This is an optimization exercise on Yosys and OpenROAD, whose aim is small area and few clock cycles per item, not a production implementation.
The RTL was checked by simulation tests, not by an equivalence proof against the original design.
Power and IR drop assume default switching activity.

===== flow/config.mk =====
export PLATFORM = sky130hd
export DESIGN_NAME = top
export DESIGN_NICKNAME = top
export VERILOG_FILES = /design/flow/design.v
export SDC_FILE = /design/flow/constraint.sdc
export NUM_CORES = 4
export LEC_CHECK = 0
export ABC_AREA = 1
export CAP_MARGIN = 20
export CORE_MARGIN = 2
export CORE_UTILIZATION = 60
export CTS_BUF_LIST = sky130_fd_sc_hd__clkbuf_8
export CTS_CLUSTER_DIAMETER = 60
export CTS_CLUSTER_SIZE = 30
export GPL_TIMING_DRIVEN = 0
export SETUP_SLACK_MARGIN = 0.05
export SLEW_MARGIN = 20

===== flow/constraint.sdc =====
create_clock -name core_clock -period 5.5 [get_ports {clock}]
set_input_delay 1.1000 -clock core_clock [delete_from_list [all_inputs] [get_ports {clock}]]
set_output_delay 1.1000 -clock core_clock [all_outputs]
set_load 0.01 [all_outputs]

===== flow/design.v =====
module top (clock, start, BestDist, motionX, motionY, AddressR, AddressS1, AddressS2, R, S1, S2, completed);
	input clock;
	input start;
	output [7:0] BestDist;
	output [3:0] motionX, motionY;
	output completed;
	input [7:0] R, S1, S2;
	output [7:0] AddressR;
	output [9:0] AddressS1, AddressS2;
	localparam IDLE = 3'd0, FILL = 3'd1, RUN = 3'd2, SEL = 3'd3, DONE = 3'd4;
	reg [2:0] st;
	reg [7:0] p;           
	reg [3:0] phi;         
	reg pass2;
	reg [3:0] K;           
	reg [7:0] n;           
	reg [7:0] best;
	reg [3:0] mvx, mvy;
	assign AddressR  = p;
	wire [3:0] am1 = p[7:4] - 4'd1;
	wire [3:0] Kc;         
	wire sw;               
	wire [4:0] r1 = {1'b0, K} + {1'b0, p[7:4]} + {4'd0, sw};
	wire [4:0] r2 = {1'b0, K} + {1'b0, am1} + {4'd0, sw};
	assign AddressS1 = {r1, 1'b0, p[3:0]};
	assign AddressS2 = {r2, 1'b1, p[3:0]};
	assign BestDist  = best;
	assign motionX   = mvx;
	assign motionY   = mvy;
	wire [8*16-1:0] rin;    
	wire [15:0] th_all;
	genvar g;
	generate for (g = 0; g < 16; g = g + 1) begin : thd
		assign th_all[g] = (p[3:0] >= g);
	end endgenerate
	wire [8*16-1:0] accs;
	wire [15:0] alive;
	wire load = ((st == RUN) && (n == 8'd0)) || sw;
	wire rebias = (st == SEL) && any_alive;
	wire [7:0] dlt;         
	assign rin[7:0] = R;
	genvar j;
	generate
		for (j = 0; j < 16; j = j + 1) begin : pe
			PE u (.clock(clock), .r(rin[8*j+7:8*j]), .s1(S1), .s2(S2), .use_s1(th_all[j]),
			      .load(load), .rebias(rebias), .nb(~best), .dlt(dlt),
			      .acc(accs[8*j+7:8*j]), .alive(alive[j]));
			if (j < 15) begin : rp
				reg [7:0] rpipe;
				always @(posedge clock) rpipe <= rin[8*j+7:8*j];
				assign rin[8*j+15:8*j+8] = rpipe;
			end
		end
	endgenerate
	reg [7:0] selv;
	reg [3:0] seli;
	integer q;
	always @* begin
		selv = 8'd0;
		seli = 4'd0;
		for (q = 15; q >= 0; q = q - 1)
			if (alive[q]) begin
				selv = accs[8*q +: 8];
				seli = q;
			end
	end
	assign dlt = ~selv;
	wire any_alive = |alive;
	wire last_row = (K == 4'd15);
	localparam [7:0] T1 = 8'd24;
	wire found = (best < T1);               
	wire give_up = !pass2 && !found && (phi == 4'd14);
	wire row_out = ((st == RUN) && (n != 8'd0) || (st == SEL)) && !any_alive;
	wire pass_end = row_out && last_row;
	wire to_done = pass_end && (pass2 || found);
	wire new_pass = (pass_end && !to_done) || (give_up && (st == RUN || st == SEL));
	assign sw = row_out && !to_done && !new_pass;
	assign completed = (st == DONE) || to_done;
	assign Kc = sw ? K + 4'd1 : K;
	reg [2:0] st_n;
	reg [3:0] K_n;
	reg [7:0] n_n;
	always @* begin
		st_n = st;
		K_n = Kc;
		n_n = n + 8'd1;
		case (st)
			IDLE: begin st_n = FILL; K_n = 4'd0; n_n = 8'd0; end
			FILL: if (n == 8'd13) begin st_n = RUN; n_n = 8'd0; end
			RUN: if (!sw && n == 8'd255) st_n = SEL;
			default: ;
		endcase
		if (sw) begin
			st_n = RUN;
			n_n = 8'd1;
		end
		if (to_done) st_n = DONE;
		if (new_pass) begin
			st_n = RUN;
			n_n = 8'd0;
			K_n = 4'd0;
		end
		if (!start) st_n = IDLE;
	end
	wire [7:0] p_n = start ? p + 8'd1 : 8'd0;
	always @(posedge clock) begin
		st <= st_n;
		K <= K_n;
		n <= n_n;
		p <= p_n;
		if (st == IDLE) phi <= 4'd0;
		else if (p == 8'hFF) phi <= phi + 4'd1;
		if (st == IDLE) pass2 <= 1'b0;
		else if (new_pass) pass2 <= 1'b1;
		if (st == IDLE)
			best <= T1;
		else if (new_pass)
			best <= 8'hFF;
		else if (rebias) begin
			best <= selv + best + 8'd1;
			mvx <= {~seli[3], seli[2:0]};
			mvy <= {~K[3], K[2:0]};
		end
	end
endmodule
module PE (clock, r, s1, s2, use_s1, load, rebias, nb, dlt, acc, alive);
	input clock;
	input [7:0] r, s1, s2;
	input use_s1, load, rebias;
	input [7:0] nb;         
	input [7:0] dlt;        
	output reg [7:0] acc;
	output alive;
	wire [7:0] s = use_s1 ? s1 : s2;
	wire [8:0] t = {1'b0, r} + {1'b0, ~s};
	wire c = t[8];
	wire [7:0] x = load ? nb : acc;
	wire [7:0] y = rebias ? dlt : (t[7:0] ^ {8{~c}});
	wire ci = c & ~rebias;
	wire [8:0] sum = {1'b0, x} + {1'b0, y} + {8'd0, ci};
	assign alive = ~&acc;
	always @(posedge clock) acc <= sum[8] ? 8'hFF : sum[7:0];
endmodule

===== flow/run.sh =====
#!/bin/bash
# synth_recipe.tcl (not shown) runs the flow's synth.tcl, then flattens the netlist and writes it again
# the make line also repeats each setting of config.mk as NAME=value (left out here)
make -C /OpenROAD-flow-scripts/flow DESIGN_CONFIG=/design/flow/config.mk WORK_HOME=/design/flow/orfs CLKGATE_MAP_FILE= SYNTH_SCRIPT=/design/flow/synth_recipe.tcl finish

==> results of run 1 <==
-- cell families (layout without fill, tap and decap cells) --
kind of cell             Yosys count  in the layout  synth area share, %
AND/OR/NAND/NOR                 1108           1108                 19.7
AO/OA/AOI/OAI                    742            742                 17.3
buffers and inverters            499            658                 8.45
adder cells (fa/ha/maj)          318            318                 19.0
flip-flops                       292            292                 25.8
XOR/XNOR                         255            255                 9.72
other                              2              2               0.0327
-- power by group --
part	internal (mW)	leakage [nW]	switching, mW
combinational	3.77	9.77	5.97
clock	0.611	0.346	0.970
sequential	2.66	2.44	0.396
-- per-stage QoR --
step	hold slack, ps	total power [mW]	std cells	setup slack, ps	util (%)
final	354	14.4	3886	206	68.6
after global routing	355	15.6	3886	5.47	68.6
after CTS	356	13.8	3855	36.1	67.1
after detailed placement	343	12.0	3795	-1580	64.5
after global placement	345	11.7	3795	-1470	64.5
after floorplan	334	9.81	3216	97.3	-
-- final timing paths --
check | endpoint | slack, ps | depth (start not counted) | from
setup / recovery | pe[15].u.acc[5] | 210 | 22 | S1[6]
hold / removal | pe[11].rp.rpipe[6] | 350 | 0 | pe[10].rp.rpipe[6]
setup reg to reg | pe[9].u.acc[5] | 280 | 29 | p[1]
hold reg to reg | pe[11].rp.rpipe[6] | 350 | 0 | pe[10].rp.rpipe[6]
-- state kept, by name (all words and copies together) (netlist names) --
name         count
pe.u.acc       128
pass2            1
mvy              4
pe.rp.rpipe    120
n                8
st               3
phi              4
p                8
best             8
mvx              4
K                4
-- critical path: cells and delay by family --
family,cells,cell delay (ps)
fa+ha+maj,3,1230
simple gates,7,660
compound gates,7,1220
xor+xnor,1,150
buf+inv,4,1480
-- synth_stat cells (all sizes together) (2+ instances only) --
cell type and count:
a31oi 2, nand2 783, nor3 30, o21bai 36, ha 265, fa 53
nor4 2, o211ai 7, nor3b 2, or2 31, xnor2 159, a211o 16
o2111ai 10, xor2 96, nand3b 7, edfxtp 8, a21oi 255, nand4 17
buf 37, clkbuf 57, nand3 99, inv 405, a211oi 2, dfxtp 284
conb 2, o21ai 409, nor2 135, o31ai 4
-- layer usage --
metal  up-vias  GRT usage, %
li1      10800             -
met1     10300          52.8
met2      1123          60.2
met3       284          7.06
met4         2          19.1
met5         -             0
-- cell type report --
class | count | area (µm²) | area share (%)
Clock inverter | 24 | 226 | 0.876
Sequential cell | 292 | 5940 | 23.0
Timing Repair Buffer | 104 | 958 | 3.71
Buffer | 93 | 504 | 1.95
Inverter | 405 | 1530 | 5.93
Multi-Input combinational cell | 2425 | 15600 | 60.4
Clock buffer | 32 | 440 | 1.70
Tap cell | 511 | 639 | 2.47
-- timing repair --
| item | CTS | global route |
|---|---|---|
| cloned | 0 | 0 |
| buffers inserted | 5 | 31 |
| pin swaps | 7 | 26 |
| hold endpoints to repair | 0 | 0 |
| endpoints found under the setup margin | 136 | 135 |
| resized for setup | 82 | 151 |
==> run summary, run 1 <==
initial antenna violation count 1; max_cap viols 0; Layout area overhead 12.4%; largest net degree at the start of global routing 19; crit path launch type input port; met3 wire length 7.53 mm; die area 39900 µm²; chip height approximately 200 µm; area leader, netlist dfxtp_1; wire length on met1 33.6 mm; starting DRC count in detailed routing about 2400; post-route cell area 25800 µm²; Slew HR about two fifths; Nets ~3700; H-tree depth 1; Yosys top cell area share 24.7%; Vias 22500; clk_skew 40.1 ps; Final TNS setup 0 ps; post-detail-place hpwl 62.4 mm; FF+latch count, synth 292; clk root buf clkbuf_8; wire length of the first global-routing pass between 100 and 150 mm; Clock Tree Buf Depth 3; cells taking the most area after synthesis dfxtp_1, ha_1, nand2_1; Async S/R FF share, synth 0%; Setup Viol. Count Final 0; FP Rows 71; most frequent cells in the layout nand2_1, inv_1, o21ai_0; syn nets roughly 3600; CTS Buf Count 30; vias in the first global route 21300; layout cells sized above 1 under 10%; DR top layer met5; Hold Buf Count CTS 0; CTS clk-pin slew, worst paths about 110 ps; Fin. Hold Viols 0; Period Utilization, post-route between 90% and 100%; grt ovf 0; overall global routing resource usage roughly 39%; Wirelength per Cell 20.2 µm; CP cell instances clkdlybuf4s50_1 -> inv_1 -> clkbuf_1 -> nand2_1 -> o21ai_0 -> ha_1 -> a211o_1 -> o21ai_4 -> xnor2_1 -> nand2_1 -> nand2_1 -> inv_1 -> fa_1 -> fa_1 -> nand3_1 -> nand2_1 -> a21oi_1 -> o21bai_1 -> nand2_1 -> nand2_1 -> a21oi_4 -> o21ai_0; Post-Synthesis Cells between 3000 and 4000; mean number of vias per cell 5.78; fillcell total about 3300; commonest non-fill, non-tap cell in the layout nand2_1; IO buf count just under 70; leak pwr 12.6 nW; Max Slew Vio Count 0; drc violations 0; Initial Utilization about three fifths; Core Box Area 37700 µm²; IO Count 71; syn_area_per_cell slightly above 7 µm²; final WL slightly below 80 mm; unrepaired setup endpoints after global routing yes; Chip Width roughly 200 µm; fmax 0.189 GHz; Worst Tran Pin Value 893 ps; clk latency of the worst-skew pair 690 ps; status complete, no violations; CP most frequent cell nand2_1; n_diodes 0; maximum fanout along the worst path 10; Yosys cell types 45; top_reg_cell synth dfxtp_1; P per Cell Area 556 nW/µm²; post-synthesis sequential area ratio between 20% and 30%; crit path DAT 5850 ps; crit end category flip-flop; CP Class input port to flip-flop; Slowest cell on crit path clkdlybuf4s50_1; type of the most critical hold path flip-flop to flip-flop; CTS tree done; area post-placement 24300 µm²; clk sinks 292; Synth warnings 2; met2 wire len 32.8 mm; Synth Cell Area around 23000 µm²; Worst Path Required 6060 ps; Post-synth EDFFs 8; Initial DRT Pass Iterations 6; Final Critical Period between 5000 and 6000 ps; VDD IR-drop max 0.000234 V; routability cong. 1.02; post-route ant nets 0; slowest cell delay on critical path 610 ps
Testbench counts, summed over its fixed seeds: cycles 25,910, searches 48.
==> inputs of run 2 (changes only) <==
--- a/flow/config.mk
+++ b/flow/config.mk
@@ -9,5 +9,5 @@
 export CAP_MARGIN = 20
 export CORE_MARGIN = 2
-export CORE_UTILIZATION = 60
+export CORE_UTILIZATION = 55
 export CTS_BUF_LIST = sky130_fd_sc_hd__clkbuf_8
 export CTS_CLUSTER_DIAMETER = 60
==> run 2 against run 1 <==
Highest routed layer is now met4. Sequential power hardly changed. Clock skew is 10 ps lower. Via count fell by 1.4%. Worst hold slack got worse by 5.9 ps. Largest cell class unchanged. Register-to-register slack got worse by 20 ps. Clock-buffer cell count rose by 6.
==> run summary, run 2 <==
status complete, no violations; Compound-Gate Fraction of Synth Area 17.3%; Largest Register pe.u.acc; starting DRC count in detailed routing 2224; grt ovf 0; Synth warnings 2; Max Slew Vio Count 0; slowest cell delay on critical path ~560 ps; layout cells sized above 1 under 10%; Chip Width 208 µm; n_diodes 0; largest registers pe.u.acc (128), pe.rp.rpipe (120); mean number of vias per cell around 5.6; Worst Hold Depth 0; drc violations 0; combinational family with the most area after synthesis simple AND/OR/NAND/NOR gates; Clock Tree Buf Depth 3; Initial DRT Pass Iterations 6; clk_skew around 30 ps; crit path launch type flip-flop; top_reg_cell synth dfxtp_1; Post-Synthesis Cells 3216; fmax 0.191 GHz; Worst Tran Pin Value a little over 1000 ps; most frequent cells in the layout nand2_1, inv_1, o21ai_0; max reg flops 128; chip height 208 µm; syn_area_per_cell around 7 µm²; FF+latch count, synth 292; area leader, netlist dfxtp_1; post-route ant nets 0; pre-CTS setup slack -1500 ps; Fin. Hold Viols 0; clk latency of the worst-skew pair around 630 ps; CTS clk-pin slew, worst paths 100 ps; post-synthesis sequential area ratio about a quarter; Layout area overhead 13.5%; largest net degree at the start of global routing 18; Final TNS setup 0 ps; count leader, synth nand2_1; Wirelength per Cell 20.4 µm; clk root buf clkbuf_8; Yosys cell types 45; Initial Utilization 56.0%; crit end category primary output; cells taking the most area after synthesis dfxtp_1, ha_1, nand2_1; IO buf count 68; worst reg2reg path depth 30; wire length of the first global-routing pass 119 mm; busiest grt layer met2; post-route setup slack between 200 and 300 ps; IO Count 71; worst setup path endpoint AddressS2[7]; Setup Viol. Count Final 0; Slew HR 31.3%; CP Class flip-flop to primary output; CP cell instances nand4_1 -> or2_1 -> buf_2 -> nor2_8 -> nand2_2 -> nor2_2 -> nand4_4 -> nor2_4 -> o211ai_4 -> fa_2 -> fa_1 -> xnor2_1 -> clkdlybuf4s50_1; dpl cells between 3000 and 4000; commonest non-fill, non-tap cell in the layout nand2_1; crit path DAT 4140 ps; die area 43400 µm²; vias in the first global route about 21000; Post-Synth Simple-Gate Area 19.7%; XOR/XNOR Fraction of Synth Area 9.72%; CTS Buf Count 35; CTS tree done; max_cap viols 0; initial antenna violation count 1; terminus of the critical flop-to-flop path pe[9].u.acc[5]; Async S/R FF share, synth 0%; met3 usage about 6%; Post-synth EDFFs 8; Vias 22100; crit path from pe[0].u.acc[4]; H-tree depth 2; post-detail-place hpwl 63.9 mm; Hold Buf Count CTS 0; syn nets 3560; P per Cell Area 556 nW/µm²; M1 GR Usage 49.3%; Nets 3714; Tot Pwr 14.5 mW; final WL 80.1 mm; Worst Path Required between 4000 and 5000 ps; GRT met2 Usage 55.1%; overall global routing resource usage 36.1%; flop2flop setup slack about 260 ps; reg-to-reg startpoint p[0]; FP Rows between 70 and 80; final cell count without fillers 3928; Fin Hold WS 348 ps; clk sinks 292; unrepaired setup endpoints after global routing yes; multiplexer share of the synthesized area 0%; Slowest cell on crit path clkdlybuf4s50_1; Post-synth top cells nand2_1, inv_1, o21ai_0; post-synthesis adder-cell area fraction 19.0%; Final Critical Period ~5200 ps; Period Utilization, post-route between 90 and 100%; leak pwr 12.7 nW; type of the most critical hold path flip-flop to flip-flop; routability cong. 1.01; maximum fanout along the worst path 10; VDD IR-drop max 0.000246 V; Yosys top cell area share 24.7%; Core Box Area slightly above 40000 µm²; Synth Cell Area 23000 µm²
[run 2: routing by layer]
layer | share of wire, % | routed length [µm]
met5 | 0 | 0
met4 | 5.6 | 4520
met3 | 8.5 | 6830
met2 | 42 | 33900
met1 | 43 | 34900
[run 2: worst min-delay path by stage]
| stage | start | to | slack [ps] |
|---|---|---|---|
| after floorplan | pe[9].rp.rpipe[0] | pe[10].rp.rpipe[0] | 330 |
| after global placement | pe[1].rp.rpipe[5] | pe[2].rp.rpipe[5] | 340 |
| after detailed placement | pe[8].rp.rpipe[6] | pe[9].rp.rpipe[6] | 340 |
| after CTS | pe[7].rp.rpipe[5] | pe[8].rp.rpipe[5] | 350 |
| after global routing | pe[11].rp.rpipe[2] | pe[12].rp.rpipe[2] | 350 |
| final | pe[10].rp.rpipe[0] | pe[11].rp.rpipe[0] | 350 |
[run 2: per-stage QoR]
stage	cell area, µm²	util [%]
3_5_place_dp	24300	59.3
4_1_cts	25400	62.0
2_1_floorplan	23000	-
5_1_grt	26100	63.6
3_3_place_gp	24300	59.3
6_report	26100	63.6
[run 2: cell families (layout without fill, tap and decap cells)]
kind of cell / Yosys count / count (layout)
DFF: 292 / 292
buffers and inverters: 499 / 679
adders and majority gates: 318 / 318
and+or+nand+nor: 1108 / 1108
other: 2 / 2
AOI/OAI and AO/OA: 742 / 742
xor gates and xnor gates: 255 / 255
[run 2: repair_timing]
item,in CTS,in global routing
setup endpoints to repair,135,134
resized for setup,100,131
pin swaps,8,25
gates cloned,0,1
buffers inserted,4,48
[run 2: critical path, delay by kind of cell, from the launching register on]
kind	cells	cell delay, ps
adder cells (fa/ha/maj)	2	790
XOR/XNOR	1	160
buffers and inverters	2	760
flip-flops	1	390
AND/OR/NAND/NOR	7	1250
AO/OA/AOI/OAI	1	170
[run 2: cell type report]
cell class / instances / area [µm²]
Multi-Input combinational cell: 2425 / 15600
Fill cell: 3725 / 14900
Sequential cell: 292 / 5940
Inverter: 405 / 1540
Timing Repair Buffer: 121 / 1070
Tap cell: 532 / 666
Clock buffer: 38 / 523
Buffer: 90 / 504
Clock inverter: 25 / 243
[run 2: report_power, final]
group | internal [mW] | switching (mW)
Clock | 0.755 | 1.00
Combinational | 3.72 | 5.96
Sequential | 2.66 | 0.387

## re-timing with driven ports
Ports are ideal in the flow. The routed layouts listed here were re-timed in OpenROAD. Step 1 sets driving cells, clkbuf_16 on the clock port and buf_2 on the other inputs (assumed; they add their load-dependent delay and slew). Step 2, shift: input delay + t, output delay - t, t = (earliest + latest rising clock arrival at the registers) / 2. This alone moves slack from input paths to output paths. Three values: ideal ports, drivers, drivers and shift; two values: the first two.
| run | shift t [ns] | setup slack, ns | worst register clock-pin slew, ns |
|---|---|---|---|
| run 1 | 0.724 | 0.206 / 0.155 / -0.487 | 0.11 / 0.11 |
| run 2 | 0.666 | 0.260 / 0.206 / -0.357 | 0.10 / 0.10 |
Met with ideal ports but missed after step 2: setup timing in run 1 and run 2. The setup slack of run 1, which loses most, moves by -0.051 ns with the drivers and by -0.693 ns with both steps.
